This design comes from an exercise in tuning for small area, a short achievable clock period and few clock cycles per item on the open sky130 flow, not from production work. Power and IR drop assume default switching activity.

==> flow/design.v <==
`timescale 1ns / 10ps
module MGU #(
	parameter VPropWidth   = 32,
	parameter EIndexWidth  = 32,
	parameter EDegreeWidth = 30,
	parameter DataWidth    = 512,
	parameter MsgWidth     = 64,
	parameter VMUDataWidth = 94
)(
    input 						 clk,
	input 						 resetn,
	output reg    [MsgWidth-1:0] FIFO_data_msg,
	output                       FIFO_write_msg,
    input                        FIFO_full_msg,
	input     [VMUDataWidth-1:0] FIFO_data_vmu_a,
	output                       FIFO_read_vmu_a,
	input                        FIFO_empty_vmu_a,
	input                        FIFO_read_valid_vmu_a,
	input     [VMUDataWidth-1:0] FIFO_data_vmu_b,
	output                       FIFO_read_vmu_b,
	input                        FIFO_empty_vmu_b,
	input                        FIFO_read_valid_vmu_b,
	output       [EIndexWidth-1:0] read_addr,
	input	     [DataWidth-1:0] read_data,
	output	   			         start_rd,
	input                        end_rd
);
localparam [1:0] S_RST = 2'd0, S_IDLE = 2'd1, S_WAIT = 2'd2, S_DATA = 2'd3;
reg  [1:0]  state;
reg  [30:0] prop;        
reg  [13:0] nblk;        
reg  [29:0] rem;         
reg         rem1;        
reg         rem2;        
reg  [7:0]  slot;        
reg  [7:0]  slot_n;      
reg         msg_v;       
reg         full_q;      
wire        rv  = FIFO_read_valid_vmu_a | FIFO_read_valid_vmu_b;
wire [93:0] rec = ({94{FIFO_read_valid_vmu_a}} & FIFO_data_vmu_a) |
                  ({94{FIFO_read_valid_vmu_b}} & FIFO_data_vmu_b);
wire idle    = (state == S_IDLE);
wire wait_rd = (state == S_WAIT);
wire data    = (state == S_DATA);
wire cap     = data & (~msg_v | ~full_q);    
wire newrec  = rv & state[0];                
wire nextblk = cap & slot[7] & ~rem1;
assign FIFO_write_msg = msg_v & ~full_q;
assign start_rd       = newrec | nextblk;
assign read_addr      = {12'h44a, rec[46:33] | ({14{~rv}} & nblk), 6'b000000};
wire last_d  = data & (cap ? (~slot[7] & rem2) : rem1);
wire last_w  = wait_rd & rem1 & ~(msg_v & full_q);
wire want    = resetn & ((idle & ~rv) |
                         (~FIFO_full_msg & last_d) |
                         (end_rd & last_w) |
                         (end_rd & wait_rd & rem1 & ~FIFO_full_msg));
assign FIFO_read_vmu_a = want & ~FIFO_empty_vmu_a;
assign FIFO_read_vmu_b = want & FIFO_empty_vmu_a & ~FIFO_empty_vmu_b;
reg [15:0] weight;
reg [32:0] neighbor;
integer i;
always @* begin
    weight   = 16'd0;
    neighbor = 33'd0;
    for (i = 0; i < 8; i = i + 1) begin
        weight   = weight | ({16{slot[i]}} &
                   {read_data[64*i+48 +: 8], read_data[64*i+56 +: 8]});
        neighbor = neighbor | ({33{~slot_n[i]}} &
                   {read_data[64*i+8], read_data[64*i+16 +: 8], read_data[64*i+24 +: 8],
                    read_data[64*i+32 +: 8], read_data[64*i+40 +: 8]});
    end
end
wire [16:0] sum_lo = {1'b0, prop[15:0]} + {1'b0, weight};
wire [14:0] sum_hi = sum_lo[16] ? prop[30:16] + 15'd1 : prop[30:16];
always @(posedge clk) begin
    full_q <= FIFO_full_msg;
    if (cap)
        FIFO_data_msg <= {neighbor, sum_hi, sum_lo[15:0]};
    if (newrec) begin
        prop   <= rec[92:62];
        nblk   <= rec[46:33];
        rem    <= rec[29:0];
        rem1   <= (rec[29:0] == 30'd1);
        rem2   <= (rec[29:0] == 30'd2);
        slot   <= 8'd1 << rec[32:30];
        slot_n <= ~(8'd1 << rec[32:30]);
    end else begin
        if (wait_rd & end_rd)
            nblk <= nblk + 14'd1;
        if (cap) begin
            rem    <= rem - 30'd1;
            rem1   <= rem2;
            rem2   <= (rem == 30'd3);
            slot   <= {slot[6:0], slot[7]};
            slot_n <= {slot_n[6:0], slot_n[7]};
        end
    end
    if (~resetn) begin
        state <= S_RST;
        msg_v <= 1'b0;
    end else begin
        msg_v <= cap | (msg_v & full_q);
        case (state)
        S_RST:  state <= S_IDLE;
        S_IDLE: if (rv) state <= S_WAIT;
        S_WAIT: if (end_rd) state <= S_DATA;
        S_DATA: if (cap & (slot[7] | rem1)) state <= (rem1 & ~rv) ? S_IDLE : S_WAIT;
        endcase
    end
end
endmodule
Settings: LEC_CHECK=0, CAP_MARGIN=20, CORE_AREA=10 10 290 290, DIE_AREA=0 0 300 300, PLACE_DENSITY=0.6, SETUP_SLACK_MARGIN=1.0, SLEW_MARGIN=20; clock period 4.0 ns.
standard.sh (not shown) runs the stock make flow with config.mk's settings and CLKGATE_MAP_FILE= SYNTH_SCRIPT=/design/flow/synth_recipe.tcl, a recipe that flattens the netlist after the stock synthesis.
==> flow/flow/run.sh <==
#!/bin/bash
# Standard layout, except that the port buffers use the smallest buffer cell.
set -euo pipefail
export BUFFER_PORTS_ARGS="-buffer_cell sky130_fd_sc_hd__buf_1"
bash standard.sh finish > standard_make.log 2>&1
Change:
--- a/flow/config.mk
+++ b/flow/config.mk
@@ -12 +12 @@
-export SETUP_SLACK_MARGIN = 1.0
+export SETUP_SLACK_MARGIN = 1.6
=> The new run finished with timing, DRC and antenna clean. Non-clock buffer count increases by 29. Fmax came out lower by 1.6%. Die area stays the same. Routed wire length came out higher by about 2.6%. Worst hold slack stays flat. Power climbs by 2.1%. Clock-buffer cell count drops by 1. Synthesized area is unchanged. Clock power fell by about 5%. Cell count went up by 0.89%. Final area rises by about 3.3%.
Function was not checked in any run of this note: the RTL went through the layout flow alone.

========
MGU, a different RTL version from the one above (not shown whole).
Size: ~810 I/O pins, roughly 10000 µm² of cells after synthesis.
export LEC_CHECK = 0
export CAP_MARGIN = 20
export CORE_AREA = 10 10 290 290
export DIE_AREA = 0 0 300 300
export PLACE_DENSITY = 0.6
export SETUP_SLACK_MARGIN = 1.0
export SLEW_MARGIN = 20
create_clock -name core_clock -period 4.0 [get_ports {clk}]
==> flow/flow/run.sh <==
#!/bin/bash
# Standard layout, except that the port buffers use the smallest buffer cell
# and synthesis leaves adders to ABC instead of mapping them to adder cells.
set -euo pipefail
export BUFFER_PORTS_ARGS="-buffer_cell sky130_fd_sc_hd__buf_1"
bash standard.sh ADDER_MAP_FILE= finish > standard_make.log 2>&1
Edit:
==> flow/flow/run.sh (replaced) <==
#!/bin/bash
# Standard layout, except that the port buffers use the smallest buffer cell.
set -euo pipefail
export BUFFER_PORTS_ARGS="-buffer_cell sky130_fd_sc_hd__buf_1"
bash standard.sh finish > standard_make.log 2>&1
After rerunning: Count of clock-buffer cells in the layout stays the same. Non-clock buffer count increases by 3. Clock power came out lower by roughly a tenth. Sequential share of layout area went down by 0.60 points.
Function was not checked in any run of this note: the RTL went through the layout flow alone.

==> port drivers added, routing unchanged <==
The flow's constraints put no driver on any port. The routed layouts listed below were extracted and timed again, unchanged, in two steps. Step 1 assumes that a clkbuf_16 drives the clock port and a buf_2 every other input. Step 2 also shifts input and output timing later by t, the mid clock arrival at the registers, as if the neighbouring blocks saw the same clock. Three values: no drivers, after step 1, after step 2; two values: the first two.
| run | t, ns | setup WS [ns] | worst hold slack (ns) | worst register clock-pin slew, ns | cell pins on the clock port's net |
|---|---|---|---|---|---|
| the first run of note 1 | 0.533 | 0.625 / 0.625 / 0.187 | 0.463 / 0.450 / 0.563 | 0.09 / 0.09 | 1 |
| the second run of note 1 | 0.534 | 0.572 / 0.560 / 0.025 | 0.460 / 0.458 / 0.578 | 0.09 / 0.09 | 1 |
| the first run of note 2 | 0.538 | 0.747 / 0.747 / 0.429 | 0.499 / 0.492 / 0.553 | 0.08 / 0.08 | 1 |
| the second run of note 2 | 0.524 | 0.634 / 0.634 / 0.334 | 0.495 / 0.487 / 0.578 | 0.08 / 0.08 | 1 |
After both steps every run listed still meets setup and hold. For the second run of note 1, which loses most, drivers alone change the setup slack by -0.012 ns; drivers and shift together by -0.547 ns.
